Source: an optimization exercise on an open RTL-to-GDS flow (aim: small area and a short achievable clock period). Production flows keep margins and buffers that such runs may drop.
Only simulation tests tie the RTL to the original design; equivalence was not proved.
Power figures rest on the tool's default switching activity, not on a simulated workload.

**flow/flow/run.sh**
```bash
#!/bin/bash
# Own layout flow: the standard ORFS flow (standard.sh), with these changes:
#  - ports are buffered with sky130_fd_sc_hd__buf_1 (which repair may upsize)
#    instead of the clkdlybuf4s50_1 that buffer_ports picks by default;
#  - repair_timing aims for a setup slack margin of MARGIN ns (flow/margin);
#  - if flow/abc.script exists, synthesis is the standard synthesis script
#    with its ABC step replaced (flow/my_synth.tcl): the logic from the
#    registers to result_o is mapped with flow/abc_out.script (if present),
#    the rest with flow/abc.script. Flip-flops are mapped before ABC runs, so
#    the registers are exactly the standard synthesis's;
#  - any extra ORFS variables listed in flow/env (KEY=VALUE lines).
# Every tool's output goes to the ORFS logs under orfs/logs, and make's own
# output to standard.log in this folder.
set -euo pipefail
MARGIN=$(cat flow/margin 2>/dev/null || echo 5)
export BUFFER_PORTS_ARGS="-buffer_cell sky130_fd_sc_hd__buf_1"
if [[ -f flow/env ]]; then set -a; source flow/env; set +a; fi
EXTRA=()
if [[ -f flow/abc.script ]]; then
  export MY_ABC_SCRIPT="$PWD/flow/abc.script"
  if [[ -f flow/abc_out.script ]]; then export MY_ABC_OUT_SCRIPT="$PWD/flow/abc_out.script"; fi
  EXTRA+=("SYNTH_SCRIPT=$PWD/flow/my_synth.tcl")
fi
bash standard.sh "${EXTRA[@]}" SETUP_SLACK_MARGIN=$MARGIN finish > standard.log 2>&1
```
**flow/flow/abc.script**
```
strash
dch
map -B 0.9 -D 4000
strash
dch
map -B 0.9 -D 4000
topo
stime -c
buffer -c
upsize -c -D 4000
dnsize -c -D 4000
```
**flow/flow/abc_out.script**
```
strash
dch
map -B 0.9 -D 2000
topo
stime -c
buffer -c
upsize -c -D 2000
dnsize -c -D 2000
```
**flow/flow/env**
```
CTS_ARGS="-sink_clustering_enable -repair_clock_nets -dont_use_dummy_load -buf_list sky130_fd_sc_hd__clkbuf_8"
ADDER_MAP_FILE=
```
**flow/flow/margin**
```
6.5
```
**flow/flow/my_synth.tcl**
```tcl
# The standard synthesis script (synth_recipe.tcl), except that Yosys's abc
# step maps the logic that drives the outputs (from the registers to result_o)
# with the ABC script MY_ABC_OUT_SCRIPT, and the rest with MY_ABC_SCRIPT.
proc synth {args} { yosys synth -nofsm -noshare {*}$args }
proc abc {args} {
  set i [lsearch -exact $args -script]
  if {[info exists ::env(MY_ABC_OUT_SCRIPT)] && $::env(MY_ABC_OUT_SCRIPT) ne ""} {
    set out_args $args
    lset out_args [expr {$i + 1}] $::env(MY_ABC_OUT_SCRIPT)
    yosys select -set outcone o:result_o %ci*:-sky130_fd_sc_hd__dfxtp_1
    yosys abc {*}$out_args @outcone
    yosys select -clear
  }
  if {[info exists ::env(MY_ABC_SCRIPT)] && $::env(MY_ABC_SCRIPT) ne ""} {
    lset args [expr {$i + 1}] $::env(MY_ABC_SCRIPT)
  }
  yosys abc {*}$args
}
source $::env(SCRIPTS_DIR)/synth.tcl
# left out here: clear keep_hierarchy, flatten, clean up, hide names made inside functions, write 1_2_yosys.v
```
**flow/standard.sh**
```bash
#!/bin/bash
# synth_recipe.tcl (not shown) runs the flow's synth.tcl, then flattens the netlist and writes it again
# the make line also repeats each setting of config.mk as NAME=value (left out here)
make -C /OpenROAD-flow-scripts/flow DESIGN_CONFIG=/design/flow/config.mk WORK_HOME=/design/flow/orfs CLKGATE_MAP_FILE= SYNTH_SCRIPT=/design/flow/synth_recipe.tcl "${@:-finish}"
```
**flow/config.mk**
```make
export PLATFORM = sky130hd
export DESIGN_NAME = fadd_sub
export DESIGN_NICKNAME = fadd_sub
export VERILOG_FILES = /design/flow/design.v
export SDC_FILE = /design/flow/constraint.sdc
export NUM_CORES = 4
export LEC_CHECK = 0
export ABC_AREA = 1
export CAP_MARGIN = 20
export CORE_MARGIN = 2
export CORE_UTILIZATION = 40
export SLEW_MARGIN = 20
```
**flow/constraint.sdc**
```tcl
create_clock -name core_clock -period 12.0 [get_ports {clk_i}]
set_input_delay 2.4000 -clock core_clock [delete_from_list [all_inputs] [get_ports {clk_i}]]
set_output_delay 2.4000 -clock core_clock [all_outputs]
set_load 0.01 [all_outputs]
```
**flow/design.v**
```verilog
module fadd_sub(
  input  logic        clk_i,
  input  logic [31:0] operand_a,
  input  logic [31:0] operand_b,
  output logic [31:0] result_o
);
  wire        sa = operand_a[31], sb = operand_b[31];
  wire [7:0]  fa = operand_a[30:23], fb = operand_b[30:23];
  wire        za = (fa == 8'd0), zb = (fb == 8'd0);    
  wire [7:0]  ea1 = {fa[7:1], fa[0] | za};             
  wire [7:0]  eb1 = {fb[7:1], fb[0] | zb};
  wire [23:0] ma = {~za, operand_a[22:0]};
  wire [23:0] mb = {~zb, operand_b[22:0]};
  wire [7:0]  ea = {fa[7:1], fa[0] | (za & (operand_a[22:0] != 23'd0))};
  wire [7:0]  eb = {fb[7:1], fb[0] | (zb & (operand_b[22:0] != 23'd0))};
  wire [7:0]  xp = fa ^ ~fb;
  wire [7:0]  xg = fa & ~fb;
  wire eg0 = xg[1] | (xp[1] & xg[0]);
  wire ep0 = xp[1] & xp[0];
  wire eg1 = xg[3] | (xp[3] & xg[2]);
  wire ep1 = xp[3] & xp[2];
  wire eg2 = xg[5] | (xp[5] & xg[4]);
  wire ep2 = xp[5] & xp[4];
  wire eg3 = xg[7] | (xp[7] & xg[6]);
  wire ep3 = xp[7] & xp[6];
  wire eg4 = xg[2] | (xp[2] & eg0);
  wire ep4 = xp[2] & ep0;
  wire eg5 = eg1 | (ep1 & eg0);
  wire ep5 = ep1 & ep0;
  wire eg6 = xg[6] | (xp[6] & eg2);
  wire ep6 = xp[6] & ep2;
  wire eg7 = eg3 | (ep3 & eg2);
  wire ep7 = ep3 & ep2;
  wire eg8 = xg[4] | (xp[4] & eg5);
  wire ep8 = xp[4] & ep5;
  wire eg9 = eg2 | (ep2 & eg5);
  wire ep9 = ep2 & ep5;
  wire eg10 = eg6 | (ep6 & eg5);
  wire ep10 = ep6 & ep5;
  wire eg11 = eg7 | (ep7 & eg5);
  wire ep11 = ep7 & ep5;
  wire [7:0]  gE = {eg11, eg10, eg9, eg8, eg5, eg4, eg0, xg[0]};
  wire [7:0]  pE;
  assign pE[0] = xp[0];
  assign pE[1] = pE[0] & xp[1];
  assign pE[2] = pE[1] & xp[2];
  assign pE[3] = pE[2] & xp[3];
  assign pE[4] = pE[3] & xp[4];
  assign pE[5] = pE[4] & xp[5];
  assign pE[6] = pE[5] & xp[6];
  assign pE[7] = pE[6] & xp[7];
  wire        a_exp_gt = gE[7];               
  wire        exp_eq = pE[7];                 
  wire [7:0]  d;                              
  wire        corr = za ^ zb;
  assign d[0] = a_exp_gt ? (xp[0] ^ ~corr) : ~(xp[0] ^ corr);
  assign d[1] = a_exp_gt ? (xp[1] ^ (gE[0] | (pE[0] & ~corr))) : ~(xp[1] ^ (gE[0] | (pE[0] & corr)));
  assign d[2] = a_exp_gt ? (xp[2] ^ (gE[1] | (pE[1] & ~corr))) : ~(xp[2] ^ (gE[1] | (pE[1] & corr)));
  assign d[3] = a_exp_gt ? (xp[3] ^ (gE[2] | (pE[2] & ~corr))) : ~(xp[3] ^ (gE[2] | (pE[2] & corr)));
  assign d[4] = a_exp_gt ? (xp[4] ^ (gE[3] | (pE[3] & ~corr))) : ~(xp[4] ^ (gE[3] | (pE[3] & corr)));
  assign d[5] = a_exp_gt ? (xp[5] ^ (gE[4] | (pE[4] & ~corr))) : ~(xp[5] ^ (gE[4] | (pE[4] & corr)));
  assign d[6] = a_exp_gt ? (xp[6] ^ (gE[5] | (pE[5] & ~corr))) : ~(xp[6] ^ (gE[5] | (pE[5] & corr)));
  assign d[7] = a_exp_gt ? (xp[7] ^ (gE[6] | (pE[6] & ~corr))) : ~(xp[7] ^ (gE[6] | (pE[6] & corr)));
  wire [23:0] ma_s = ma, mb_s = mb;
  wire [22:0] cg = operand_a[22:0] & ~operand_b[22:0];
  wire [22:0] cp = operand_a[22:0] | ~operand_b[22:0];
  wire fcg0 = cg[1] | (cp[1] & cg[0]);
  wire fcp0 = cp[1] & cp[0];
  wire fcg1 = cg[3] | (cp[3] & cg[2]);
  wire fcp1 = cp[3] & cp[2];
  wire fcg2 = cg[5] | (cp[5] & cg[4]);
  wire fcp2 = cp[5] & cp[4];
  wire fcg3 = cg[7] | (cp[7] & cg[6]);
  wire fcp3 = cp[7] & cp[6];
  wire fcg4 = cg[9] | (cp[9] & cg[8]);
  wire fcp4 = cp[9] & cp[8];
  wire fcg5 = cg[11] | (cp[11] & cg[10]);
  wire fcp5 = cp[11] & cp[10];
  wire fcg6 = cg[13] | (cp[13] & cg[12]);
  wire fcp6 = cp[13] & cp[12];
  wire fcg7 = cg[15] | (cp[15] & cg[14]);
  wire fcp7 = cp[15] & cp[14];
  wire fcg8 = cg[17] | (cp[17] & cg[16]);
  wire fcp8 = cp[17] & cp[16];
  wire fcg9 = cg[19] | (cp[19] & cg[18]);
  wire fcp9 = cp[19] & cp[18];
  wire fcg10 = cg[21] | (cp[21] & cg[20]);
  wire fcp10 = cp[21] & cp[20];
  wire fcg11 = fcg1 | (fcp1 & fcg0);
  wire fcp11 = fcp1 & fcp0;
  wire fcg12 = fcg3 | (fcp3 & fcg2);
  wire fcp12 = fcp3 & fcp2;
  wire fcg13 = fcg5 | (fcp5 & fcg4);
  wire fcp13 = fcp5 & fcp4;
  wire fcg14 = fcg7 | (fcp7 & fcg6);
  wire fcp14 = fcp7 & fcp6;
  wire fcg15 = fcg9 | (fcp9 & fcg8);
  wire fcp15 = fcp9 & fcp8;
  wire fcg16 = cg[22] | (cp[22] & fcg10);
  wire fcp16 = cp[22] & fcp10;
  wire fcg17 = fcg12 | (fcp12 & fcg11);
  wire fcp17 = fcp12 & fcp11;
  wire fcg18 = fcg14 | (fcp14 & fcg13);
  wire fcp18 = fcp14 & fcp13;
  wire fcg19 = fcg16 | (fcp16 & fcg15);
  wire fcp19 = fcp16 & fcp15;
  wire fcg20 = fcg18 | (fcp18 & fcg17);
  wire fcp20 = fcp18 & fcp17;
  wire fcg21 = fcg19 | (fcp19 & fcg20);
  wire        f_gt = fcg21;    
  wire        a_gt_b = a_exp_gt | (exp_eq & f_gt);
  wire [4:0]  ds = d[4:0] | {5{d[7:5] != 3'd0}};    
  wire        sub = sa ^ sb;
  wire [23:0] m_big   = a_gt_b ? ma : mb;
  wire [23:0] m_small = a_gt_b ? mb_s : ma_s;
  wire [23:0] sh1 = ds[0] ? {1'b0, m_small[23:1]} : m_small;
  wire [23:0] sh2 = ds[1] ? {2'b0, sh1[23:2]} : sh1;
  wire [23:0] sh4 = ds[2] ? {4'b0, sh2[23:4]} : sh2;
  wire [23:0] sh8 = ds[3] ? {8'b0, sh4[23:8]} : sh4;
  wire [23:0] sh16 = ds[4] ? {16'b0, sh8[23:16]} : sh8;
  wire [23:0] y = sh16 ^ {24{sub}};
  logic        r_sign, r_sub;
  logic [7:0]  r_exp;
  logic [23:0] r_x, r_y;
  always_ff @(posedge clk_i) begin
    r_sign <= a_gt_b ? sa : sb;
    r_sub  <= sub;
    r_exp  <= a_gt_b ? ea : eb;
    r_x    <= m_big;
    r_y    <= y;
  end
  wire [24:0] p = {r_x ^ r_y, 1'b0};
  wire [24:0] g = {r_x & r_y, r_sub};
  wire [24:0] s;    
  wire cg12 = g[1] | (p[1] & g[0]);
  wire cp12 = p[1] & p[0];
  wire cg13 = g[3] | (p[3] & g[2]);
  wire cp13 = p[3] & p[2];
  wire cg14 = g[5] | (p[5] & g[4]);
  wire cp14 = p[5] & p[4];
  wire cg15 = g[7] | (p[7] & g[6]);
  wire cp15 = p[7] & p[6];
  wire cg16 = g[9] | (p[9] & g[8]);
  wire cp16 = p[9] & p[8];
  wire cg17 = g[11] | (p[11] & g[10]);
  wire cp17 = p[11] & p[10];
  wire cg18 = g[13] | (p[13] & g[12]);
  wire cp18 = p[13] & p[12];
  wire cg19 = g[15] | (p[15] & g[14]);
  wire cp19 = p[15] & p[14];
  wire cg20 = g[17] | (p[17] & g[16]);
  wire cp20 = p[17] & p[16];
  wire cg21 = g[19] | (p[19] & g[18]);
  wire cp21 = p[19] & p[18];
  wire cg22 = g[21] | (p[21] & g[20]);
  wire cp22 = p[21] & p[20];
  wire cg23 = g[23] | (p[23] & g[22]);
  wire cp23 = p[23] & p[22];
  wire cg24 = g[2] | (p[2] & cg12);
  wire cp24 = p[2] & cp12;
  wire cg25 = cg13 | (cp13 & cg12);
  wire cp25 = cp13 & cp12;
  wire cg26 = g[6] | (p[6] & cg14);
  wire cp26 = p[6] & cp14;
  wire cg27 = cg15 | (cp15 & cg14);
  wire cp27 = cp15 & cp14;
  wire cg28 = g[10] | (p[10] & cg16);
  wire cp28 = p[10] & cp16;
  wire cg29 = cg17 | (cp17 & cg16);
  wire cp29 = cp17 & cp16;
  wire cg30 = g[14] | (p[14] & cg18);
  wire cp30 = p[14] & cp18;
  wire cg31 = cg19 | (cp19 & cg18);
  wire cp31 = cp19 & cp18;
  wire cg32 = g[18] | (p[18] & cg20);
  wire cp32 = p[18] & cp20;
  wire cg33 = cg21 | (cp21 & cg20);
  wire cp33 = cp21 & cp20;
  wire cg34 = g[22] | (p[22] & cg22);
  wire cp34 = p[22] & cp22;
  wire cg35 = cg23 | (cp23 & cg22);
  wire cp35 = cp23 & cp22;
  wire cg36 = g[4] | (p[4] & cg25);
  wire cp36 = p[4] & cp25;
  wire cg37 = cg14 | (cp14 & cg25);
  wire cp37 = cp14 & cp25;
  wire cg38 = cg26 | (cp26 & cg25);
  wire cp38 = cp26 & cp25;
  wire cg39 = cg27 | (cp27 & cg25);
  wire cp39 = cp27 & cp25;
  wire cg40 = g[12] | (p[12] & cg29);
  wire cp40 = p[12] & cp29;
  wire cg41 = cg18 | (cp18 & cg29);
  wire cp41 = cp18 & cp29;
  wire cg42 = cg30 | (cp30 & cg29);
  wire cp42 = cp30 & cp29;
  wire cg43 = cg31 | (cp31 & cg29);
  wire cp43 = cp31 & cp29;
  wire cg44 = g[20] | (p[20] & cg33);
  wire cp44 = p[20] & cp33;
  wire cg45 = cg22 | (cp22 & cg33);
  wire cp45 = cp22 & cp33;
  wire cg46 = cg34 | (cp34 & cg33);
  wire cp46 = cp34 & cp33;
  wire cg47 = cg35 | (cp35 & cg33);
  wire cp47 = cp35 & cp33;
  wire cg48 = g[8] | (p[8] & cg39);
  wire cp48 = p[8] & cp39;
  wire cg49 = cg16 | (cp16 & cg39);
  wire cp49 = cp16 & cp39;
  wire cg50 = cg28 | (cp28 & cg39);
  wire cp50 = cp28 & cp39;
  wire cg51 = cg29 | (cp29 & cg39);
  wire cp51 = cp29 & cp39;
  wire cg52 = cg40 | (cp40 & cg39);
  wire cp52 = cp40 & cp39;
  wire cg53 = cg41 | (cp41 & cg39);
  wire cp53 = cp41 & cp39;
  wire cg54 = cg42 | (cp42 & cg39);
  wire cp54 = cp42 & cp39;
  wire cg55 = cg43 | (cp43 & cg39);
  wire cp55 = cp43 & cp39;
  wire cg56 = g[24] | (p[24] & cg47);
  wire cp56 = p[24] & cp47;
  wire cg57 = g[16] | (p[16] & cg55);
  wire cp57 = p[16] & cp55;
  wire cg58 = cg20 | (cp20 & cg55);
  wire cp58 = cp20 & cp55;
  wire cg59 = cg32 | (cp32 & cg55);
  wire cp59 = cp32 & cp55;
  wire cg60 = cg33 | (cp33 & cg55);
  wire cp60 = cp33 & cp55;
  wire cg61 = cg44 | (cp44 & cg55);
  wire cp61 = cp44 & cp55;
  wire cg62 = cg45 | (cp45 & cg55);
  wire cp62 = cp45 & cp55;
  wire cg63 = cg46 | (cp46 & cg55);
  wire cp63 = cp46 & cp55;
  wire cg64 = cg47 | (cp47 & cg55);
  wire cp64 = cp47 & cp55;
  wire cg65 = cg56 | (cp56 & cg55);
  wire cp65 = cp56 & cp55;
  assign s[0] = p[1] ^ g[0];
  assign s[1] = p[2] ^ cg12;
  assign s[2] = p[3] ^ cg24;
  assign s[3] = p[4] ^ cg25;
  assign s[4] = p[5] ^ cg36;
  assign s[5] = p[6] ^ cg37;
  assign s[6] = p[7] ^ cg38;
  assign s[7] = p[8] ^ cg39;
  assign s[8] = p[9] ^ cg48;
  assign s[9] = p[10] ^ cg49;
  assign s[10] = p[11] ^ cg50;
  assign s[11] = p[12] ^ cg51;
  assign s[12] = p[13] ^ cg52;
  assign s[13] = p[14] ^ cg53;
  assign s[14] = p[15] ^ cg54;
  assign s[15] = p[16] ^ cg55;
  assign s[16] = p[17] ^ cg57;
  assign s[17] = p[18] ^ cg58;
  assign s[18] = p[19] ^ cg59;
  assign s[19] = p[20] ^ cg60;
  assign s[20] = p[21] ^ cg61;
  assign s[21] = p[22] ^ cg62;
  assign s[22] = p[23] ^ cg63;
  assign s[23] = p[24] ^ cg64;
  assign s[24] = cg65;
  wire        norm = s[24] & ~r_sub;    
  assign result_o = {r_sign,
                     norm ? r_exp + 8'd1 : r_exp,
                     norm ? s[23:1] : s[22:0]};
endmodule
```
==> impl_metrics.toml, run 1 <==
[global_route]
grt_overflow_total = 0
grt_pass1_vias = 6212
grt_pass1_wl_mm = 30.2
antenna_found_initial = 0
grt_util_all_layers_pct = 22.7
grt_max_degree = 88

[min_path]
min_from = "operand_a[24]"
min_path_type = "primary input to flip-flop"
holdPathStages = 3
min_to = "r_exp[1]"

[cells_and_area]
layout_common_cells = "nand2_1, nand3_1, inv_1, buf_1, nor2_1"
drive_above_1_share_pct = 5.13
fin_nets = 1314
multi_input_area_mm2 = 0.00426
stdcell_count = 1431
register_area_mm2 = 0.00116
area_delta_synth_final_pct = 15.4
nFillCells = 1655
final_common_cell = "nand2_1"
diodes = 0

[synth]
async_flop_share_pct = 0
synth_seq_area_share_pct = 19.4
synth_area_mm2 = 0.00599
ys_types = 34
synth_nets = 1216
ys.flop_type = "dfxtp_1"
avgSynthCellArea_um2 = 5.20
yosysWarnings = 1
postSynthCellCount = 1151
synth_edf_count = 0
ys_seq_elements = 58

[cts]
clock_path_buffers = 2
cts.clk_slew.worst_paths_ns = 0.05
cts_tree = "yes"
cts_hold_buf = 0
cts.sinks = 58
cts_root_buffer = "clkbuf_8"
h-tree-depth = 3
cts_buffers = 9

[power_and_ir_drop]
p_int_mw = 0.477
switching_share_pct = 48.1
power_switching_mw = 0.442
p_leak_nw = 3.66
vdd_drop_max_mv = 0.0616
power_density_mw_per_mm2 = 133
comb_power_share_pct = 60.2
clockPowerShare_pct = 13.6
seqPwrFrac_pct = 26.2

[sta]
hold_viol_final = 0
min_period_over_period_pct = 45.0
timing.hold.ws_ns = 2.36
max-slew-margin-rel_pct = 62.0
worst_slack_ns = 6.61
fin_crit_ns = 5.39
setup_viol = 0
setup_tns_ns = 0
tightest_slew_ns = 0.567
rsz0062_at_grt = "true"
clock.fmax_ghz = 0.185
slew_violations = 0

[drt]
vias = 7315
drc = 0
viasPerCell = 5.11
dr.pass1.iters = 8
wl_per_cell_um = 13.2
first_iter_violations = 684
ant_nets = 0
wl_mm = 18.8

[die]
design.core.area_mm2 = 0.0146
placementRows = 44
die_h_um = 126
start_util_pct = 41.0
die-area_mm2 = 0.0160
die_w_um = 126
io_pins = 97

[critical_path]
crit_type = "primary input to flip-flop"
worst_ep_arrival_time_ns = 5.59
cp_max_fo = 14
cp.required_ns = 12.20
setup.worst_path.start_class = "primary input"
critPathCaptureType = "flip-flop"

[job]
drv_cap = 0

[placed_design]
dp_hpwl_mm = 14.5
gp_congestion = 0.931
post-place-cells = 1401
preCtsSetupSlack_ns = 5.58
numPortBuffers = 96

[status]
status = "finished clean"
[metal layers]
layer	wire length (um)	track usage, %	up-vias
li1	-	-	3864
met1	9050	33.2	3148
met2	8180	35.9	274
met3	1200	1.81	29
met4	406	6.72	0
met5	0	0	-
[logic make-up after synthesis]
kind of cell / Yosys count / synth area share (%)
buf+inv: 170 / 10.8
compound gates: 109 / 10.3
mux: 1 / 0.188
xor+xnor: 41 / 6.00
simple gates: 772 / 53.3
flops: 58 / 19.4
[layout make-up]
type	instances	share of cell area, %
Multi-Input combinational cell	924	61.7
Sequential cell	58	16.8
Timing Repair Buffer	118	8.33
Inverter	134	7.57
Tap cell	184	3.33
Clock buffer	9	1.79
Timing Repair inverter	4	0.435
[worst max-delay path, cell delays in order]
cell     delay, ns
buf_1         0.09
inv_1         0.11
nor2_1        0.06
nor2_2        0.16
inv_1         0.09
nor2_2        0.18
inv_1         0.09
nor2_1        0.11
nand2_1       0.13
nand2_4       0.16
nor2_1        0.06
o22ai_1       0.19
xor2_1        0.31
inv_1         0.22
nor2_1        0.13
buf_4         0.23
inv_1         0.17
nor2_2        0.31
nand4_1       0.19
nand3_1       0.12
nand2_1       0.08
[stage by stage]
stage | total power, mW | utilization, % | area [um2]
2_1_floorplan | 0.630 | - | 5990
3_3_place_gp | 0.759 | 44.5 | 6490
3_5_place_dp | 0.761 | 44.5 | 6490
4_1_cts | 0.899 | 46.0 | 6710
5_1_grt | 1.01 | 47.3 | 6910
6_report | 0.919 | 47.3 | 6910
[timing repair]
item,CTS,global route
resized for setup,16,24
cloned,3,3
setup endpoints to repair,54,50
buffers inserted,3,11
[registers in the layout, indices dropped and copies added, names as in the netlist]
signal / cells
r_x: 24
r_y: 24
r_exp: 8
r_sign: 1
r_sub: 1
[worst max-delay path by stage]
| stage | start | to | slack (ns) |
|---|---|---|---|
| after global routing | operand_b[23] | r_y[6] | 6.42 |
| after detailed placement | operand_b[28] | r_y[17] | 5.58 |
| final | operand_b[28] | r_y[6] | 6.61 |
| after global placement | operand_b[28] | r_y[17] | 5.70 |
| after CTS | operand_b[28] | r_y[23] | 6.50 |
| after floorplan | operand_b[28] | r_y[23] | 6.72 |
[cells in the mapped netlist, types with 3 or more instances]
master	number	share of area (%)
inv_1	130	8.1
a21boi_0	4	0.50
a22o_1	4	0.58
or2_2	3	0.31
clkbuf_1	32	2.0
xnor2_1	10	1.5
a21oi_1	30	2.5
nand2_1	460	29
nand4_1	12	1.3
xor2_1	31	4.5
nor2_1	98	6.1
nand3_1	187	16
nor3_1	6	0.50
dfxtp_1	58	19
o21ai_0	50	4.2
o211ai_1	6	0.75
nor4_1	3	0.31
o22ai_1	7	0.73
[power groups by stage]
stage / clock (mW) / sequential [mW] / combinational, mW
6_report: 0.125 / 0.241 / 0.553
5_1_grt: 0.136 / 0.245 / 0.632
2_1_floorplan: 0 / 0.239 / 0.392
3_3_place_gp: 0 / 0.245 / 0.513
4_1_cts: 0.129 / 0.242 / 0.529
3_5_place_dp: 0 / 0.246 / 0.516
==> run 2: changes to the inputs <==
--- a/flow/flow/run.sh
+++ b/flow/flow/run.sh
@@ -9,5 +9,6 @@
 #    the rest with flow/abc.script. Flip-flops are mapped before ABC runs, so
 #    the registers are exactly the standard synthesis's;
-#  - any extra ORFS variables listed in flow/env (KEY=VALUE lines).
+#  - any extra ORFS variables listed in flow/env (KEY=VALUE lines), and
+#    make variable assignments in flow/make_args (one line).
 # Every tool's output goes to the ORFS logs under orfs/logs, and make's own
 # output to standard.log in this folder.
@@ -22,3 +23,4 @@
   EXTRA+=("SYNTH_SCRIPT=$PWD/flow/my_synth.tcl")
 fi
+if [[ -f flow/make_args ]]; then read -r -a MARGS < flow/make_args; EXTRA+=("${MARGS[@]}"); fi
 bash standard.sh "${EXTRA[@]}" SETUP_SLACK_MARGIN=$MARGIN finish > standard.log 2>&1
==> flow/flow/make_args (new file) <==
MATCH_CELL_FOOTPRINT=0
==> flow/flow/margin (replaced) <==
6.3
removed: flow/flow/abc_out.script
==> impl_metrics.toml, run 2 <==
[sta]
setup_viol = 0
tightest_slew_ns = 0.593
min_period_over_period_pct = 45.6
fin_crit_ns = 5.47
clock.fmax_ghz = 0.183
slew_violations = 0
hold_viol_final = 0
max-slew-margin-rel_pct = 60.0
rsz0062_at_grt = "false"
setup_tns_ns = 0

[cells_and_area]
diodes = 0
final_common_cell = "nand2_1"
fin_nets = 1207
area_delta_synth_final_pct = 16.2
nFillCells = 1578
layout_common_cells = "nand2_1, nand3_1, inv_1, nor2_1, buf_1"
stdcell_count = 1320
utilization_pct = 47.3
drive_above_1_share_pct = 6.32
top_regs = "r_x (24), r_y (24), r_exp (8)"

[synth]
postSynthCellCount = 1046
async_flop_share_pct = 0
synthTopCellsByCount = "nand2_1, nand3_1, inv_1"
synth_area_leaders = "nand2_1, dfxtp_1, nand3_1"
synth_area_mm2 = 0.00561
synth_nets = 1111
yosysTopAreaCell = "nand2_1"
synth_top_area_share_pct = 24.3
ys.flop_type = "dfxtp_1"
avgSynthCellArea_um2 = 5.36
yosysWarnings = 1
ys_seq_elements = 58
synth_seq_area_share_pct = 20.7
post-synth-top-count-cell = "nand2_1"
ys_types = 32
synth_edf_count = 0

[power_and_ir_drop]
p_leak_nw = 3.30
power_density_mw_per_mm2 = 136
vdd_drop_max_mv = 0.0496

[critical_path]
path_buf_inv = 1
crit_slowest_cell = "dfxtp_1"
cp.required_ns = 9.60
critPathCaptureType = "output port"
path_cells = "nand2_1, nand2_1, nand2_1, o21a_1, o21ai_2, nand2_2, a31oi_4, nand2_1, nand2_2, nand2_1, nand2_2, nand2_1, nand2_2, nand2_1, nand2_4, nand3_2, nor2_4, nand2_2, nor2_4, xor2_1, buf_1"
crit_path_frequent_cell = "nand2_1"
critPathMaxStageDelay_ns = 0.36
setup.worst_path.start_class = "flip-flop"
crit_type = "flip-flop to output port"
crit_family = "simple AND/OR/NAND/NOR gates"
cp_max_fo = 5
worst_ep_arrival_time_ns = 3.07

[placed_design]
gp_congestion = 0.979
post-place-cells = 1293
numPortBuffers = 96
dp_hpwl_mm = 13.6

[die]
start_util_pct = 40.7
die_w_um = 122
design.core.area_mm2 = 0.0138
die-area_mm2 = 0.0150
io_pins = 97
die_h_um = 122
placementRows = 43

[cts]
cts_tree = "yes"
cts_root_buffer = "clkbuf_8"
cts_hold_buf = 0
cts.clk_slew.worst_paths_ns = 0.06
h-tree-depth = 3
clock_path_buffers = 2
cts_buffers = 9
cts.sinks = 58

[drt]
first_iter_violations = 625
vias = 6762
dr.pass1.iters = 7
drc = 0
wl_mm = 17.8
ant_nets = 0
wl_per_cell_um = 13.5
viasPerCell = 5.12

[global_route]
antenna_found_initial = 0
grt_util_all_layers_pct = 23.3
grt_pass1_wl_mm = 27.6
grt_pass1_vias = 5682
grt_max_degree = 99
grt_overflow_total = 0

[min_path]
min_path_type = "primary input to flip-flop"

[job]
drv_cap = 0

[status]
status = "finished clean"
## run 2: repair_timing
action | 4_1_cts | 5_1_grt
pin swaps | 1 | 2
buffers inserted | 4 | 8
endpoints found under the hold margin | 0 | 0
endpoints found under the setup margin | 54 | 44
gates resized for setup | 23 | 28
cloned | 4 | 2
## run 2: kinds of logic after synthesis
kind of cell,Yosys count,share of synthesized area (%)
muxes,3,0.557
DFF,58,20.7
xor gates and xnor gates,50,7.80
buffers and inverters,157,10.6
AOI/OAI and AO/OA,126,12.1
and+or+nand+nor,652,48.3
## run 2: area by class of cell
cell class | instances | area [um2] | share of cell area (%)
repair buffers | 112 | 495 | 7.60
clock buffers | 9 | 124 | 1.90
flip-flops and latches | 58 | 1160 | 17.8
well taps | 180 | 225 | 3.45
repair inverters | 4 | 30.0 | 0.461
inverters | 125 | 498 | 7.64
multi-input cells | 832 | 3980 | 61.1
## run 2: layer usage
metal | vias to the layer above | track usage, % | part of all wire (%)
li1 | 3530 | - | -
met1 | 2990 | 31.5 | 46
met2 | 206 | 38.7 | 47
met3 | 36 | 3.39 | 5.1
met4 | 0 | 6.68 | 2.1
met5 | - | 0 | 0
## run 2: where the power goes
group / internal [mW] / total, mW / switching [mW] / leakage [nW]
combinational: 0.176 / 0.514 / 0.339 / 2.75
sequential: 0.222 / 0.241 / 0.0182 / 0.489
clock: 0.0664 / 0.134 / 0.0681 / 0.0647
## run 2: final timing paths
check | start | to | slack (ns) | depth (start not counted)
worst max-delay path | r_x[0] | result_o[29] | 6.53 | 21
worst min-delay path | operand_a[0] | r_x[0] | 2.29 | 3
## run 2: per-stage QoR
step / worst slack (ns) / area, um2 / total power, mW / hold WS (ns)
CTS: 6.30 / 6360 / 0.868 / 2.28
finish: 6.53 / 6520 / 0.890 / 2.29
detailed placement: 4.79 / 6100 / 0.716 / 2.64
global placement: 4.86 / 6100 / 0.717 / 2.64
floorplan: 6.83 / 5610 / 0.594 / 2.51
global route: 6.29 / 6520 / 0.972 / 2.30
## run 2: tightest hold or removal path, delay by kind of cell
kind	cells	cell delay, ns
AO/OA/AOI/OAI	1	0.05
buffers and inverters	1	0.09
AND/OR/NAND/NOR	1	0.05
==> run 3: changes to the inputs <==
--- a/flow/flow/abc.script
+++ b/flow/flow/abc.script
@@ -1,2 +1,5 @@
+strash
+dch
+map -B 0.9 -D 4000
 strash
 dch
removed: flow/flow/make_args
==> impl_metrics.toml, run 3 <==
[drt]
drc = 0
wl_per_cell_um = 13.9
vias = 6885
dr.pass1.iters = 5
ant_nets = 0
viasPerCell = 5.13
wl_mm = 18.6
first_iter_violations = 546

[cts]
cts_hold_buf = 0
cts.sinks = 58
clock_path_buffers = 2
cts.clk_slew.worst_paths_ns = 0.05
cts_root_buffer = "clkbuf_8"
cts_tree = "yes"
cts_buffers = 9
h-tree-depth = 3

[sta]
max-slew-margin-rel_pct = 62.6
rsz0062_at_grt = "false"
slew_violations = 0
setup_tns_ns = 0
hold_viol_final = 0
setup_viol = 0
worst_slack_ns = 6.55
fin_crit_ns = 5.45
tightest_slew_ns = 0.556
clock.fmax_ghz = 0.184
timing.hold.ws_ns = 2.35
min_period_over_period_pct = 45.4

[synth]
ys_seq_elements = 58
synthXorXnorAreaFrac_pct = 8.01
avgSynthCellArea_um2 = 5.32
synthTopCellsByCount = "nand2_1, nand3_1, inv_1"
ys.flop_type = "dfxtp_1"
synth_top_area_share_pct = 26.5
synth_nets = 1134
postSynthCellCount = 1069
yosysWarnings = 1
synth_area_leaders = "nand2_1, dfxtp_1, nand3_1"
synth_top_family_by_area = "simple AND/OR/NAND/NOR gates"
synthSimpleGateAreaFrac_pct = 49.8
muxShareOfSynthArea_pct = 0
async_flop_share_pct = 0
post-synth-top-count-cell = "nand2_1"
ys_types = 32
yosysTopAreaCell = "nand2_1"
synth_edf_count = 0
yosys.area_share.adder_pct = 0.176
synth_compound_area_share_pct = 11.2
synth_area_mm2 = 0.00569
synth_seq_area_share_pct = 20.4

[die]
placementRows = 43
design.core.area_mm2 = 0.0139
die_w_um = 123
io_pins = 97
die-area_mm2 = 0.0152
start_util_pct = 41.0
die_h_um = 123

[power_and_ir_drop]
vdd_drop_max_mv = 0.0470
p_leak_nw = 3.38
power.total_mw = 0.878
power_density_mw_per_mm2 = 133

[placed_design]
gp_congestion = 0.996
preCtsSetupSlack_ns = 5.33
placed_cell_area_mm2 = 0.00617
numPortBuffers = 96
dp_hpwl_mm = 14.4
post-place-cells = 1314

[critical_path]
worst_ep_arrival_time_ns = 3.05
setup.worst_path.start_class = "flip-flop"
crit_type = "flip-flop to output port"
cp_max_fo = 13
critPathCaptureType = "output port"
cp.required_ns = 9.60

[cells_and_area]
register_area_mm2 = 0.00116
fin_area_mm2 = 0.00662
area_delta_synth_final_pct = 16.5
fin_nets = 1230
diodes = 0
drive_above_1_share_pct = 6.36
utilization_pct = 47.7
stdcell_count = 1343
top_regs = "r_x (24), r_y (24), r_exp (8)"
nFillCells = 1587
layout_common_cells = "nand2_1, nand3_1, inv_1, buf_1, nor2_1"
multi_input_area_mm2 = 0.00406
final_common_cell = "nand2_1"

[global_route]
grt_pass1_vias = 5880
antenna_found_initial = 0
grt_max_degree = 87
grt_pass1_wl_mm = 29.6
grt_overflow_total = 0
grt_util_all_layers_pct = 24.8

[min_path]
min_path_type = "primary input to flip-flop"
holdPathStages = 3

[job]
drv_cap = 0

[status]
status = "finished clean"
## run 3: path summary, 6_finish.rpt
kind	from	endpoint
max	r_sub	result_o[25]
min	operand_b[31]	r_sign
## run 3: final cells by class
cell class                 instances  area share (%)
clock buffer                       9            1.87
timing repair inverter             4           0.416
sequential                        58            17.6
timing repair buffer             116            8.33
tap                              180            3.40
inverter                         119            7.07
multi-input combinational        857            61.3
## run 3: repair_timing
| item | CTS | global route |
|---|---|---|
| gates resized for setup | 27 | 32 |
| setup buffers | 4 | 9 |
| pin swaps | 1 | 5 |
| cloned | 5 | 2 |
| endpoints found under the setup margin | 52 | 47 |
## run 3: cells by family (layout without fill, tap and decap cells)
| logic type | count (synthesis) | after routing |
|---|---|---|
| and+or+nand+nor | 686 | 687 |
| buffers and inverters | 155 | 248 |
| xor gates and xnor gates | 52 | 52 |
| DFF | 58 | 58 |
| AOI/OAI and AO/OA | 117 | 117 |
| adders and majority gates | 1 | 1 |
## run 3: metal layers
layer | up-vias | routed length, um | global-route usage [%]
met5 | - | 0 | 0
met4 | 0 | 480 | 8.17
met3 | 28 | 939 | 2.31
met2 | 217 | 8260 | 38.8
met1 | 3028 | 8950 | 35.5
li1 | 3612 | - | -
## run 3: worst max-delay path: stages, from the launching register on
cell and delay (ns):
dfxtp_2 0.35, inv_4 0.08, nand2_1 0.07, nand2_1 0.07, o21a_1 0.20, a21oi_2 0.17, nand2_1 0.06, nand2_1 0.09
nand2_1 0.06, nand2_2 0.08, nand3_1 0.08, nand2_2 0.10, nand2_1 0.08, nand2_2 0.10, nand3_1 0.09, nand2_2 0.14
nand2_2 0.08, nand2_4 0.12, nand2_8 0.10, clkinvlp_4 0.12, nand2_2 0.08, nor2_2 0.10, xor2_1 0.15, buf_2 0.15
## run 3: report_power, final
part           switching (mW)  leakage [nW]  internal, mW
combinational           0.336          2.82         0.174
sequential             0.0173         0.489         0.221
clock                  0.0621        0.0647        0.0662
total                   0.416          3.38         0.462
==> run 4: changes to the inputs <==
--- a/flow/flow/abc.script
+++ b/flow/flow/abc.script
@@ -1,5 +1,2 @@
-strash
-dch
-map -B 0.9 -D 4000
 strash
 dch
==> flow/flow/abc_out.script (new file) <==
strash
dch
map -B 0.9 -D 1500
topo
stime -c
buffer -c
upsize -c -D 1500
dnsize -c -D 1500
==> flow/flow/make_args (new file) <==
MATCH_CELL_FOOTPRINT=0
==> flow/flow/margin (replaced) <==
6.5
==> impl_metrics.toml, run 4 <==
[critical_path]
endpoint = "r_y[7]"
crit_slowest_cell = "nand2_1"
cp.required_ns = 12.21
crit_type = "primary input to flip-flop"
crit_family = "simple AND/OR/NAND/NOR gates"
path_depth = 24
setup.worst_path.start_class = "primary input"
critPathMaxStageDelay_ns = 0.23
crit_path_frequent_cell = "nand2_1"
critPathCaptureType = "flip-flop"
path_cells = "buf_1, inv_1, nand2_1, nand2_1, nor2_1, nand2_1, nor2_1, nand2_1, nor2_1, nand2_1, nand3_1, o21ai_0, nand2_1, nand3_4, nor2_4, buf_8, clkinvlp_4, buf_4, nand3_1, nand3_1, nand3_1, nand3_1, nand3_1, nand2_1"
cp_max_fo = 14
worst_ep_arrival_time_ns = 5.47
path_buf_inv = 5
startpoint = "operand_b[24]"

[synth]
synth_top_area_share_pct = 28.2
yosysWarnings = 1
synth_area_leaders = "nand2_1, dfxtp_1, nand3_1"
synth_nets = 1216
async_flop_share_pct = 0
post-synth-top-count-cell = "nand2_1"
synth_edf_count = 0
synthTopCellsByCount = "nand2_1, nand3_1, inv_1"
ys_types = 41
avgSynthCellArea_um2 = 5.25
synth_seq_area_share_pct = 19.2
postSynthCellCount = 1151
synth_area_mm2 = 0.00605
ys.flop_type = "dfxtp_1"
yosysTopAreaCell = "nand2_1"
ys_seq_elements = 58

[cts]
clock_path_buffers = 2
cts.sinks = 58
cts_buffers = 9
cts_root_buffer = "clkbuf_8"
cts_tree = "yes"
h-tree-depth = 3
cts.clk_slew.worst_paths_ns = 0.07

[drt]
ant_nets = 0
wl_mm = 18.8
first_iter_violations = 554
drc = 0
dr.pass1.iters = 5
vias = 7176
viasPerCell = 5.03
wl_per_cell_um = 13.2

[power_and_ir_drop]
power_switching_mw = 0.446
p_int_mw = 0.475
switching_share_pct = 48.4
seqPwrFrac_pct = 26.2
power.total_mw = 0.921
p_leak_nw = 3.63
comb_power_share_pct = 60.1
power_density_mw_per_mm2 = 133
vdd_drop_max_mv = 0.0640
clockPowerShare_pct = 13.7

[global_route]
grt_overflow_total = 0
grt_pass1_wl_mm = 30.7
antenna_found_initial = 1
grt_pass1_vias = 6320
grt_util_all_layers_pct = 23.2
grt_max_degree = 55

[cells_and_area]
drive_above_1_share_pct = 5.80
fin_nets = 1309
layout_common_cells = "nand2_1, nand3_1, inv_1, buf_1, nor2_1"
final_common_cell = "nand2_1"
stdcell_count = 1426
diodes = 0
top_regs = "r_x (24), r_y (24), r_exp (8)"
fin_area_mm2 = 0.00692
utilization_pct = 47.3
area_delta_synth_final_pct = 14.4

[sta]
timing.hold.ws_ns = 2.35
worst_slack_ns = 6.75
fin_crit_ns = 5.25
hold_viol_final = 0
setup_tns_ns = 0
clock.fmax_ghz = 0.190
setup_viol = 0
min_period_over_period_pct = 43.8
max-slew-margin-rel_pct = 60.6
tightest_slew_ns = 0.585
rsz0062_at_grt = "true"
slew_violations = 0

[die]
io_pins = 97
die-area_mm2 = 0.0161
start_util_pct = 41.3
die_h_um = 127
die_w_um = 127
design.core.area_mm2 = 0.0146
placementRows = 44

[min_path]
min_path_type = "primary input to flip-flop"
min_from = "operand_a[1]"

[status]
status = "finished clean"

[placed_design]
numPortBuffers = 96
preCtsSetupSlack_ns = 5.66
dp_hpwl_mm = 14.7
post-place-cells = 1400
gp_congestion = 0.926
placed_cell_area_mm2 = 0.00652

[job]
drv_cap = 0
run 4: changes by cell type in the layout (fill, tap and decap cells not counted), sizes merged, moves of 10 or more:
cell and change:
nand2 +59, o21ai -23, xor2 -15, a21oi +10, inv +17, nand3 +27
run 4: kinds of logic (layout without fill, tap and decap cells):
| group | after synthesis | count (layout) | synth area share [%] |
|---|---|---|---|
| muxes | 1 | 1 | 0.186 |
| AOI/OAI and AO/OA | 109 | 109 | 10.3 |
| buffers and inverters | 170 | 260 | 11.0 |
| xor gates and xnor gates | 41 | 41 | 5.94 |
| and+or+nand+nor | 772 | 773 | 53.3 |
| DFF | 58 | 58 | 19.2 |
run 4: worst min path at each step:
stage          endpoint  slack [ns]  cells past startpoint
6_report         r_x[1]        2.35                      3
5_1_grt          r_x[1]        2.35                      3
4_1_cts          r_x[1]        2.34                      3
3_5_place_dp   r_exp[7]        2.69                      3
3_3_place_gp   r_exp[1]        2.67                      3
2_1_floorplan  r_exp[7]        2.51                      2
run 4: area by class of cell:
type	count	area [um2]
clock buffers	9	124
fillers	1648	7720
inverters	134	515
multi-input cells	924	4350
flip-flops and latches	58	1160
well taps	184	230
repair buffers	113	510
repair inverters	4	30.0
run 4: repair_timing:
item / CTS / global route
pin swaps: 0 / 2
buffers inserted: 4 / 6
gates resized for setup: 16 / 30
gates cloned: 4 / 2
setup endpoints to repair: 24 / 24
hold buffers: 0 / 0
run 4: layer usage:
layer / vias to the layer above / part of all wire, % / global-route usage [%]
met3: 30 / 5.2 / 2.24
met4: 0 / 2.5 / 7.82
met5: - / 0 / 0
met2: 199 / 43 / 35.9
met1: 3103 / 49 / 33.6
li1: 3844 / - / -
run 4: power groups by stage:
stage	clock network [mW]	logic (mW)	registers (mW)
2_1_floorplan	0	0.401	0.239
3_3_place_gp	0	0.520	0.245
3_5_place_dp	0	0.521	0.245
4_1_cts	0.130	0.535	0.241
5_1_grt	0.137	0.632	0.245
6_report	0.126	0.553	0.241
==> run 5: changes to the inputs <==
==> flow/flow/abc.script (replaced) <==
strash
dch
map -B 0.9 -D 3000
strash
dch
map -B 0.9 -D 3000
topo
stime -c
buffer -c
upsize -c -D 3000
dnsize -c -D 3000
removed: flow/flow/make_args
==> impl_metrics.toml, run 5 <==
[status]
status = "finished clean"

[placed_design]
placed_cell_area_mm2 = 0.00687
preCtsSetupSlack_ns = 4.68
numPortBuffers = 96
gp_congestion = 0.988
post-place-cells = 1516
dp_hpwl_mm = 14.9

[drt]
first_iter_violations = 609
dr.pass1.iters = 6
drc = 0
ant_nets = 0
viasPerCell = 4.95
wl_per_cell_um = 12.6
vias = 7615
wl_mm = 19.3

[global_route]
grt_pass1_vias = 6326
grt_max_degree = 64
grt_util_all_layers_pct = 22.8
antenna_found_initial = 0
grt_overflow_total = 0
grt_pass1_wl_mm = 31.1

[synth]
synth_nets = 1310
ys.flop_type = "dfxtp_1"
synth_seq_area_share_pct = 18.2
avgSynthCellArea_um2 = 5.14
post-synth-top-count-cell = "nand2_1"
synth_area_mm2 = 0.00640
yosysTopAreaCell = "nand2_1"
async_flop_share_pct = 0
synth_edf_count = 0
ys_seq_elements = 58
yosysWarnings = 1
synth_top_area_share_pct = 28.1
postSynthCellCount = 1245
synthTopCellsByCount = "nand2_1, nand3_1, inv_1"
ys_types = 37
synth_area_leaders = "nand2_1, nand3_1, dfxtp_1"

[power_and_ir_drop]
p_int_mw = 0.476
power_density_mw_per_mm2 = 129
power_switching_mw = 0.466
comb_power_share_pct = 60.4
seqPwrFrac_pct = 25.6
p_leak_nw = 3.88
switching_share_pct = 49.5
vdd_drop_max_mv = 0.0384
clockPowerShare_pct = 14.1
power.total_mw = 0.942

[critical_path]
cp.required_ns = 12.23
critPathMaxStageDelay_ns = 0.25
path_buf_inv = 5
setup.worst_path.start_class = "primary input"
path_cells = "buf_1, inv_1, nand2_1, nand2_1, nor2_2, nand2_1, nand2_1, nand2_1, nand2_1, nand2_1, nand2_4, clkinvlp_4, buf_4, nand2_1, nand2_1, a21oi_2, buf_4, nand3_1, nand3_1, nand3_1, nand2_1, nand2_1, nand3_1, nand2_1"
crit_path_frequent_cell = "nand2_1"
worst_ep_arrival_time_ns = 5.51
crit_type = "primary input to flip-flop"
critPathCaptureType = "flip-flop"
crit_slowest_cell = "a21oi_2"
cp_max_fo = 11
crit_family = "simple AND/OR/NAND/NOR gates"

[sta]
fin_crit_ns = 5.28
setup_viol = 0
min_period_over_period_pct = 44.0
max-slew-margin-rel_pct = 42.4
clock.fmax_ghz = 0.190
slew_violations = 0
timing.hold.ws_ns = 2.30
tightest_slew_ns = 0.861
hold_viol_final = 0
rsz0062_at_grt = "true"
setup_tns_ns = 0
worst_slack_ns = 6.72

[cts]
cts.clk_slew.worst_paths_ns = 0.06
clock_path_buffers = 2
cts_tree = "yes"
cts_root_buffer = "clkbuf_8"
cts_hold_buf = 0
h-tree-depth = 3
cts_buffers = 9
cts.sinks = 58

[cells_and_area]
nFillCells = 1829
layout_common_cells = "nand2_1, nand3_1, inv_1, nor2_1, buf_1"
fin_area_mm2 = 0.00729
top_regs = "r_x (24), r_y (24), r_exp (8)"
stdcell_count = 1538
final_common_cell = "nand2_1"
diodes = 0
fin_nets = 1389
utilization_pct = 46.2
drive_above_1_share_pct = 4.84
area_delta_synth_final_pct = 14.0

[die]
placementRows = 46
start_util_pct = 40.6
die-area_mm2 = 0.0170
die_h_um = 130
io_pins = 97
design.core.area_mm2 = 0.0158
die_w_um = 130

[min_path]
min_path_type = "primary input to flip-flop"

[job]
drv_cap = 0
## run 5: cell types whose count changed after synthesis, moves of 3 or more
| cell | previous run | this run |
|---|---|---|
| a21oi_1 | 30 | 33 |
| o22ai_1 | 7 | 2 |
| nor3_1 | 6 | 3 |
| nand2_1 | 455 | 479 |
| a22o_1 | 4 | 0 |
| inv_1 | 128 | 143 |
| nand3_1 | 187 | 233 |
| o211ai_1 | 6 | 2 |
| nor2_1 | 96 | 109 |
| clkbuf_1 | 29 | 37 |
## run 5: layout make-up
type	count	area [um2]	share of cell area, %
sequential	58	1160	15.9
multi-input combinational	997	4660	63.9
timing repair buffer	107	479	6.57
tap	216	270	3.71
clock buffer	9	124	1.70
inverter	149	584	8.01
timing repair inverter	2	12.5	0.172
## run 5: metal layers
metal | vias to the layer above | GRT usage [%] | wire length (um) | part of all wire, %
li1 | 4106 | - | - | -
met1 | 3251 | 33.7 | 9390 | 49
met2 | 232 | 34.9 | 8440 | 44
met3 | 26 | 3.22 | 1230 | 6.4
met4 | 0 | 5.51 | 289 | 1.5
met5 | - | 0 | 0 | 0
## run 5: cells by family after synthesis
| kind of cell | synth area share (%) |
|---|---|
| AOI/OAI and AO/OA | 8.33 |
| xor gates and xnor gates | 5.34 |
| buffers and inverters | 11.9 |
| DFF | 18.2 |
| muxes | 0.176 |
| and+or+nand+nor | 56.1 |
## run 5: final timing paths
check	from	to	slack, ns	cells after the start
setup / recovery	operand_a[25]	r_y[5]	6.72	24
hold / removal	operand_a[0]	r_x[0]	2.30	3
## run 5: worst min-delay path, cell delays in order
cell and delay (ns):
buf_1 0.09, nand2_1 0.05, o21ai_0 0.06
## run 5: power by group through the flow
stage	registers, mW	clock network (mW)	logic (mW)
after detailed placement	0.245	0	0.538
final	0.241	0.132	0.569
after floorplan	0.237	0	0.415
after global placement	0.244	0	0.536
after global routing	0.244	0.145	0.657
after CTS	0.241	0.137	0.550
## run 5: repair_timing
| action | in CTS | in global routing |
|---|---|---|
| gates resized for setup | 23 | 24 |
| pin swaps | 2 | 5 |
| endpoints found under the setup margin | 24 | 26 |
| buffers inserted | 2 | 4 |
| cloned | 3 | 4 |
==> run 6: changes to the inputs <==
==> flow/flow/margin (replaced) <==
7.0
==> impl_metrics.toml, run 6 <==
[sta]
timing.hold.ws_ns = 2.30
worst_slack_ns = 7.03
tightest_slew_ns = 0.569
rsz0062_at_grt = "true"
slew_violations = 0
setup_viol = 0
clock.fmax_ghz = 0.201
hold_viol_final = 0
fin_crit_ns = 4.97
min_period_over_period_pct = 41.4
setup_tns_ns = 0
max-slew-margin-rel_pct = 61.9

[die]
die_h_um = 130
placementRows = 46
die-area_mm2 = 0.0170
design.core.area_mm2 = 0.0158
start_util_pct = 40.6
die_w_um = 130
io_pins = 97

[placed_design]
preCtsSetupSlack_ns = 4.68
post-place-cells = 1516
dp_hpwl_mm = 14.9
placed_cell_area_mm2 = 0.00687
gp_congestion = 0.988
numPortBuffers = 96

[cells_and_area]
fin_nets = 1422
fin_area_mm2 = 0.00790
register_area_mm2 = 0.00116
utilization_pct = 50.1
diodes = 0
multi_input_area_mm2 = 0.00491
area_delta_synth_final_pct = 23.5
top_regs = "r_x (24), r_y (24), r_exp (8)"
stdcell_count = 1571
drive_above_1_share_pct = 10.8
nFillCells = 1767
layout_common_cells = "nand2_1, nand3_1, inv_1, nor2_1, buf_1"
final_common_cell = "nand2_1"

[cts]
cts_tree = "yes"
cts_buffers = 9
cts_root_buffer = "clkbuf_8"
clock_path_buffers = 2
cts_hold_buf = 0
h-tree-depth = 3
cts.sinks = 58
cts.clk_slew.worst_paths_ns = 0.06

[synth]
synthTopCellsByCount = "nand2_1, nand3_1, inv_1"
post-synth-top-count-cell = "nand2_1"
postSynthCellCount = 1245
ys_types = 37
ys.flop_type = "dfxtp_1"
yosysWarnings = 1
ys_seq_elements = 58
synth_top_area_share_pct = 28.1
yosysTopAreaCell = "nand2_1"
synth_area_mm2 = 0.00640
synth_seq_area_share_pct = 18.2
synth_nets = 1310
avgSynthCellArea_um2 = 5.14
synth_edf_count = 0
synth_area_leaders = "nand2_1, nand3_1, dfxtp_1"
async_flop_share_pct = 0

[critical_path]
crit_type = "primary input to flip-flop"
cp_max_fo = 16
critPathCaptureType = "flip-flop"
cp.required_ns = 12.28
worst_ep_arrival_time_ns = 5.24
setup.worst_path.start_class = "primary input"

[power_and_ir_drop]
p_leak_nw = 4.13
power.total_mw = 1.01
vdd_drop_max_mv = 0.0401
power_density_mw_per_mm2 = 127

[drt]
viasPerCell = 5.06
first_iter_violations = 617
ant_nets = 0
drc = 0
wl_per_cell_um = 13.3
dr.pass1.iters = 6
wl_mm = 20.8
vias = 7952

[global_route]
grt_pass1_vias = 6716
antenna_found_initial = 0
grt_overflow_total = 0
grt_util_all_layers_pct = 24.3
grt_max_degree = 32
grt_pass1_wl_mm = 33.0

[job]
drv_cap = 0

[status]
status = "finished clean"

[min_path]
min_path_type = "primary input to flip-flop"
## run 6: final timing paths
check / startpoint / endpoint / slack, ns / cells after the start
setup / recovery: operand_b[25] / r_y[1] / 7.03 / 25
hold / removal: operand_a[0] / r_x[0] / 2.30 / 3
## run 6: critical path, cell delays in order
cell and delay (ns):
buf_1 0.16, inv_1 0.11, nand2_2 0.11, nand2_2 0.08
nor2_2 0.13, nand2_1 0.09, nand2_2 0.10, nand2_1 0.06
nand2_1 0.05, nand2_1 0.08, nand2_4 0.12, clkinvlp_4 0.13
buf_4 0.18, nand2_8 0.11, buf_16 0.15, nand2_1 0.05
nand2_1 0.09, nand3_1 0.10, nand3_1 0.14, nand2_1 0.06
nand2_1 0.06, nand2_1 0.12, o21ai_0 0.33, nand3_1 0.12
nand2_1 0.09
## run 6: layer usage
| layer | track usage (%) | up-vias | share of wire (%) |
|---|---|---|---|
| met4 | 7.45 | 0 | 2.6 |
| met1 | 33.7 | 3463 | 46 |
| li1 | - | 4173 | - |
| met5 | 0 | - | 0 |
| met2 | 38.4 | 272 | 44 |
| met3 | 4.80 | 44 | 6.7 |
## run 6: cell families after synthesis
family	share of synthesized area [%]
AOI/OAI and AO/OA	8.33
xor gates and xnor gates	5.34
buffers and inverters	11.9
DFF	18.2
muxes	0.176
and+or+nand+nor	56.1
## run 6: what timing repair did
| item | CTS | global route |
|---|---|---|
| buffers inserted | 11 | 20 |
| pin swaps | 7 | 11 |
| setup endpoints to repair | 70 | 54 |
| gates resized for setup | 54 | 70 |
| cloned | 12 | 3 |
## run 6: layout make-up
cell class	instances	area share (%)
flip-flops and latches	58	14.7
multi-input cells	1001	62.2
well taps	216	3.42
repair buffers	135	9.95
inverters	149	7.83
repair inverters	3	0.285
clock buffers	9	1.57
## run 6: report_power, final
group | leakage [nW] | internal (mW) | switching, mW
Sequential | 0.489 | 0.222 | 0.0190
Combinational | 3.58 | 0.223 | 0.411
Clock | 0.0647 | 0.0665 | 0.0658
Total | 4.13 | 0.511 | 0.496
==> run 7: changes to the inputs <==
==> flow/flow/abc.script (replaced) <==
strash
dch
map -B 0.9 -D 2500
strash
dch
map -B 0.9 -D 2500
topo
stime -c
buffer -c
upsize -c -D 2500
dnsize -c -D 2500
==> impl_metrics.toml, run 7 <==
[synth]
ys.flop_type = "dfxtp_1"
synth_seq_area_share_pct = 18.1
avgSynthCellArea_um2 = 5.16
synth_nets = 1310
synth_area_mm2 = 0.00643
ys_seq_elements = 58
synth_area_leaders = "nand2_1, nand3_1, dfxtp_1"
post-synth-top-count-cell = "nand2_1"
synthTopCellsByCount = "nand2_1, nand3_1, inv_1"
async_flop_share_pct = 0
yosysTopAreaCell = "nand2_1"
synth_top_area_share_pct = 27.9
yosysWarnings = 1
postSynthCellCount = 1245
ys_types = 38
synth_edf_count = 0

[drt]
drc = 0
ant_nets = 0
top_layer = "met4"
wl_per_cell_um = 14.1
first_iter_violations = 814
wl_met1_mm = 9.93
dr.pass1.iters = 10
vias = 7998
met2WireLength_mm = 9.89
viasPerCell = 5.12
routed-wl-met3_mm = 1.43
wl_mm = 22.0

[cells_and_area]
area_delta_synth_final_pct = 20.2
layout_common_cells = "nand2_1, nand3_1, inv_1, nor2_1, buf_1"
fin_area_mm2 = 0.00772
multi_input_area_mm2 = 0.00491
nFillCells = 1796
diodes = 0
register_area_mm2 = 0.00116
drive_above_1_share_pct = 10.2
fin_nets = 1413
top_regs = "r_x (24), r_y (24), r_exp (8)"
final_common_cell = "nand2_1"

[sta]
setup_tns_ns = 0
slew_violations = 0
min_period_over_period_pct = 41.3
rsz0062_at_grt = "false"
fin_crit_ns = 4.95
clock.fmax_ghz = 0.202
max-slew-margin-rel_pct = 50.6
hold_viol_final = 0
tightest_slew_ns = 0.735
setup_viol = 0

[min_path]
holdPathStages = 3
min_to = "r_x[0]"
min_from = "operand_a[0]"
min_path_type = "primary input to flip-flop"

[cts]
clock_path_buffers = 2
cts_tree = "yes"
cts_buffers = 9
h-tree-depth = 3
cts_hold_buf = 0
cts.sinks = 58
cts.clk_slew.worst_paths_ns = 0.07
cts_root_buffer = "clkbuf_8"

[critical_path]
worst_ep_arrival_time_ns = 5.23
cp.required_ns = 12.28
critPathMaxStageDelay_ns = 0.31
path_cells = "buf_1, inv_1, nand2_2, nand2_2, nor2_4, nand2_1, nand2_2, nand2_1, nand2_1, nand2_1, nand2_4, clkinvlp_4, buf_4, nand2_1, nand2_1, xor2_1, inv_2, nand2_8, clkinvlp_2, buf_4, nand4_1, nand3_1, nand2_1"
cp_max_fo = 24
crit_path_frequent_cell = "nand2_1"
path_buf_inv = 7
setup.worst_path.start_class = "primary input"
crit_slowest_cell = "clkinvlp_2"
critPathCaptureType = "flip-flop"
crit_family = "simple AND/OR/NAND/NOR gates"
crit_type = "primary input to flip-flop"

[placed_design]
placed_cell_area_mm2 = 0.00687
gp_congestion = 0.984
dp_hpwl_mm = 15.9
numPortBuffers = 96

[power_and_ir_drop]
power.total_mw = 0.985
clockPowerShare_pct = 12.9
comb_power_share_pct = 62.9
power_switching_mw = 0.488
vdd_drop_max_mv = 0.0514
switching_share_pct = 49.5
seqPwrFrac_pct = 24.3
power_density_mw_per_mm2 = 127
p_int_mw = 0.497
p_leak_nw = 4.05

[global_route]
grt_util_all_layers_pct = 24.7
grt_overflow_total = 0
antenna_found_initial = 0
grt_max_degree = 50
grt_pass1_vias = 6654
grt_pass1_wl_mm = 33.3

[die]
io_pins = 97
start_util_pct = 40.8
die_h_um = 131
die_w_um = 131
design.core.area_mm2 = 0.0158
die-area_mm2 = 0.0171
placementRows = 46

[status]
status = "finished clean"

[job]
drv_cap = 0
-- run 7: worst max-delay path by stage --
stage                        from       to  slack (ns)  depth (start not counted)
floorplan           operand_b[28]   r_y[4]        7.24                         21
global placement    operand_b[25]  r_y[21]        5.14                         21
detailed placement  operand_b[25]   r_y[8]        5.02                         23
CTS                 operand_a[25]   r_y[4]        6.99                         23
global route        operand_b[25]   r_y[4]        6.95                         20
finish              operand_b[25]   r_y[3]        7.05                         23
-- run 7: final cells by class --
cell class / count / share of cell area, %
Clock buffer: 9 / 1.60
Inverter: 149 / 7.68
Multi-Input combinational cell: 1002 / 63.6
Sequential cell: 58 / 15.0
Tap cell: 216 / 3.50
Timing Repair Buffer: 124 / 8.26
Timing Repair inverter: 4 / 0.356
-- run 7: power by group through the flow --
stage / combinational (mW) / clock (mW) / sequential [mW]
4_1_cts: 0.579 / 0.132 / 0.239
3_5_place_dp: 0.538 / 0 / 0.243
2_1_floorplan: 0.418 / 0 / 0.237
5_1_grt: 0.695 / 0.140 / 0.243
6_report: 0.619 / 0.127 / 0.239
3_3_place_gp: 0.536 / 0 / 0.243
-- run 7: cells by family (layout without fill, tap and decap cells) --
group / after synthesis / in the layout / share of synthesized area [%]
AO/OA/AOI/OAI: 99 / 99 / 8.29
buffers and inverters: 194 / 286 / 12.2
AND/OR/NAND/NOR: 854 / 863 / 56.0
multiplexers: 1 / 1 / 0.175
flip-flops: 58 / 58 / 18.1
XOR/XNOR: 39 / 39 / 5.31
-- run 7: worst min-delay path, delay by kind of cell --
kind | cells | cell delay (ns)
AOI/OAI and AO/OA | 1 | 0.08
buffers and inverters | 1 | 0.11
and+or+nand+nor | 1 | 0.06
-- run 7: stage by stage --
step                std cells  hold WS, ns  setup slack (ns)  util (%)
floorplan                1245         2.50              7.24         -
global placement         1515         2.69              5.14      43.6
detailed placement       1515         2.70              5.02      43.6
CTS                      1548         2.35              6.99      46.9
global route             1562         2.36              6.95      49.0
finish                   1562         2.37              7.05      49.0
-- run 7: per-layer routing --
| layer | vias to the layer above | track usage (%) |
|---|---|---|
| met5 | - | 0 |
| met3 | 49 | 4.19 |
| li1 | 4165 | - |
| met4 | 0 | 7.95 |
| met1 | 3476 | 33.5 |
| met2 | 308 | 40.0 |
-- run 7: timing repair --
item,4_1_cts,5_1_grt
gates cloned,12,4
endpoints found under the setup margin,66,54
gates resized for setup,53,58
pin swaps,10,7
buffers inserted,12,10
==> run 8: changes to the inputs <==
==> flow/flow/abc.script (replaced) <==
strash
dch
map -B 0.9 -D 4400
strash
dch
map -B 0.9 -D 4400
topo
stime -c
buffer -c
upsize -c -D 4400
dnsize -c -D 4400
==> flow/flow/margin (replaced) <==
6.3
removed: flow/flow/abc_out.script
==> impl_metrics.toml, run 8 <==
[status]
status = "finished clean"

[power_and_ir_drop]
clockPowerShare_pct = 15.0
comb_power_share_pct = 57.6
switching_share_pct = 46.7
power.total_mw = 0.885
p_int_mw = 0.472
p_leak_nw = 3.19
vdd_drop_max_mv = 0.0514
seqPwrFrac_pct = 27.4
power_density_mw_per_mm2 = 137
power_switching_mw = 0.413

[synth]
ys_seq_elements = 58
ys_types = 29
synth_nets = 1068
synthSimpleGateAreaFrac_pct = 45.0
synth_compound_area_share_pct = 13.8
synth_top_family_by_area = "simple AND/OR/NAND/NOR gates"
yosysWarnings = 1
synthXorXnorAreaFrac_pct = 8.30
synth_area_mm2 = 0.00549
synth_area_leaders = "dfxtp_1, nand2_1, nand3_1"
avgSynthCellArea_um2 = 5.47
synth_seq_area_share_pct = 21.2
post-synth-top-count-cell = "nand2_1"
postSynthCellCount = 1003
async_flop_share_pct = 0
yosys.area_share.adder_pct = 0
synth_edf_count = 0
synth_top_area_share_pct = 21.2
muxShareOfSynthArea_pct = 0.547
ys.flop_type = "dfxtp_1"
synthTopCellsByCount = "nand2_1, nand3_1, inv_1"
yosysTopAreaCell = "dfxtp_1"

[sta]
slew_violations = 0
tightest_slew_ns = 0.539
max-slew-margin-rel_pct = 63.7
min_period_over_period_pct = 45.6
fin_crit_ns = 5.47
clock.fmax_ghz = 0.183
hold_viol_final = 0
setup_viol = 0
rsz0062_at_grt = "false"
worst_slack_ns = 6.53
setup_tns_ns = 0
timing.hold.ws_ns = 2.32

[global_route]
grt_util_all_layers_pct = 22.8
grt_max_degree = 94
grt_pass1_vias = 5582
antenna_found_initial = 0
grt_overflow_total = 0
grt_pass1_wl_mm = 26.8

[cells_and_area]
top_regs = "r_x (24), r_y (24), r_exp (8)"
multi_input_area_mm2 = 0.00387
stdcell_count = 1274
diodes = 0
final_common_cell = "nand2_1"
fin_nets = 1165
layout_common_cells = "nand2_1, nand3_1, inv_1, buf_1, nor2_1"
drive_above_1_share_pct = 6.74
register_area_mm2 = 0.00117
area_delta_synth_final_pct = 17.9
nFillCells = 1487

[drt]
viasPerCell = 5.08
drc = 0
vias = 6471
dr.pass1.iters = 6
wl_mm = 17.0
ant_nets = 0
first_iter_violations = 538
wl_per_cell_um = 13.3

[critical_path]
cp_max_fo = 4
worst_ep_arrival_time_ns = 3.07
crit_type = "flip-flop to output port"
setup.worst_path.start_class = "flip-flop"
cp.required_ns = 9.60
critPathCaptureType = "output port"

[placed_design]
dp_hpwl_mm = 13.2
numPortBuffers = 96
preCtsSetupSlack_ns = 5.02
post-place-cells = 1244
gp_congestion = 0.882

[cts]
cts.sinks = 58
cts_hold_buf = 0
cts_tree = "yes"
cts_buffers = 9
cts_root_buffer = "clkbuf_8"
cts.clk_slew.worst_paths_ns = 0.07
h-tree-depth = 3
clock_path_buffers = 2

[job]
drv_cap = 0

[die]
die_w_um = 121
design.core.area_mm2 = 0.0133
start_util_pct = 41.3
io_pins = 97
die_h_um = 121
placementRows = 42
die-area_mm2 = 0.0147

[min_path]
min_path_type = "primary input to flip-flop"
## run 8: final timing paths
check                    startpoint            to  cells past startpoint
worst max-delay path         r_x[0]  result_o[29]                     19
worst min-delay path  operand_a[18]       r_x[18]                      3
## run 8: what timing repair did
action / CTS / global route
cloned: 2 / 2
pin swaps: 9 / 7
setup buffers: 8 / 8
resized for setup: 31 / 26
endpoints found under the setup margin: 55 / 42
## run 8: cells by family (layout without fill, tap and decap cells)
family,after synthesis,in the layout
flops,58,58
mux,3,3
xor+xnor,52,52
compound gates,140,140
buf+inv,163,257
simple gates,587,588
## run 8: cell type report
| type | instances | area share, % |
|---|---|---|
| clock buffer | 9 | 1.92 |
| inverter | 127 | 7.56 |
| multi-input combinational | 783 | 59.9 |
| sequential | 58 | 18.0 |
| tap | 176 | 3.40 |
| timing repair buffer | 120 | 9.09 |
| timing repair inverter | 1 | 0.116 |
## run 8: metrics by stage
step / area, um2 / util, %
finish: 6470 / 48.6
global route: 6470 / 48.6
CTS: 6270 / 47.2
detailed placement: 5970 / 44.9
global placement: 5970 / 44.9
floorplan: 5490 / -
## run 8: worst max-delay path, stage by stage (launching register included)
cell	delay (ns)
dfxtp_2	0.35
nand2_1	0.09
a21oi_2	0.18
o21ai_2	0.09
o21ai_2	0.15
nand2_2	0.09
a31oi_4	0.18
nand2_2	0.09
a31oi_4	0.20
nand3_1	0.10
nand2_2	0.09
nand2_1	0.06
nand2_2	0.08
nand2_1	0.08
nand2_2	0.13
nand4_1	0.22
nor2_4	0.20
nand2_1	0.08
xnor2_1	0.12
buf_2	0.14
## run 8: metal layers
layer / GRT usage, % / share of wire [%] / vias up
li1: - / - / 3431
met1: 32.5 / 48 / 2837
met3: 2.07 / 4.6 / 23
met4: 6.54 / 2.0 / 0
met5: 0 / 0 / -
met2: 36.6 / 45 / 180
## run 8: power groups by stage
stage / Sequential (mW) / Combinational [mW] / Clock, mW
after floorplan: 0.238 / 0.349 / 0
after global placement: 0.246 / 0.461 / 0
after detailed placement: 0.246 / 0.461 / 0
after CTS: 0.242 / 0.487 / 0.133
after global routing: 0.245 / 0.577 / 0.144
final: 0.242 / 0.510 / 0.132

[what the ideal ports hide]
In the flow no input, the clock included, has a driving cell. The finished layouts below were timed again as built, in two steps. Step 1 (the two cells are an assumption about what drives the block):
set clk [get_ports {clk_i}]
set_driving_cell -lib_cell sky130_fd_sc_hd__clkbuf_16 $clk
set_driving_cell -lib_cell sky130_fd_sc_hd__buf_2 [delete_from_list [all_inputs] $clk]
Step 2 adds t to the input delays and takes it off the output delays; t is the mean of the earliest and latest rising clock arrival at the registers after step 1. Input paths then give back, and output paths get back, about the clock's delay inside the block. Three values: ideal ports, drivers, drivers and shift; two values: the first two.
| run | t, ns | setup WS [ns] | slew at the worst register clock pin (ns) | worst data-port slew with drivers (ns) |
|---|---|---|---|---|
| run 1 | 0.340 | 6.605 / 6.613 / 6.274 | 0.06 / 0.06 | 0.06 |
| run 2 | 0.376 | 6.534 / 6.501 / 6.254 | 0.06 / 0.06 | 0.05 |
| run 3 | 0.355 | 6.555 / 6.524 / 6.212 | 0.06 / 0.06 | 0.07 |
| run 4 | 0.346 | 6.746 / 6.753 / 6.407 | 0.07 / 0.07 | 0.06 |
| run 5 | 0.369 | 6.725 / 6.738 / 6.368 | 0.06 / 0.06 | 0.03 |
| run 6 | 0.371 | 7.033 / 7.045 / 6.674 | 0.06 / 0.06 | 0.03 |
| run 7 | 0.356 | 7.045 / 7.056 / 6.701 | 0.07 / 0.07 | 0.06 |
| run 8 | 0.362 | 6.529 / 6.498 / 6.335 | 0.07 / 0.07 | 0.05 |
After both steps every run listed still meets setup and hold. For run 6, which loses most, drivers alone change the setup slack by +0.012 ns; drivers and shift together by -0.359 ns.
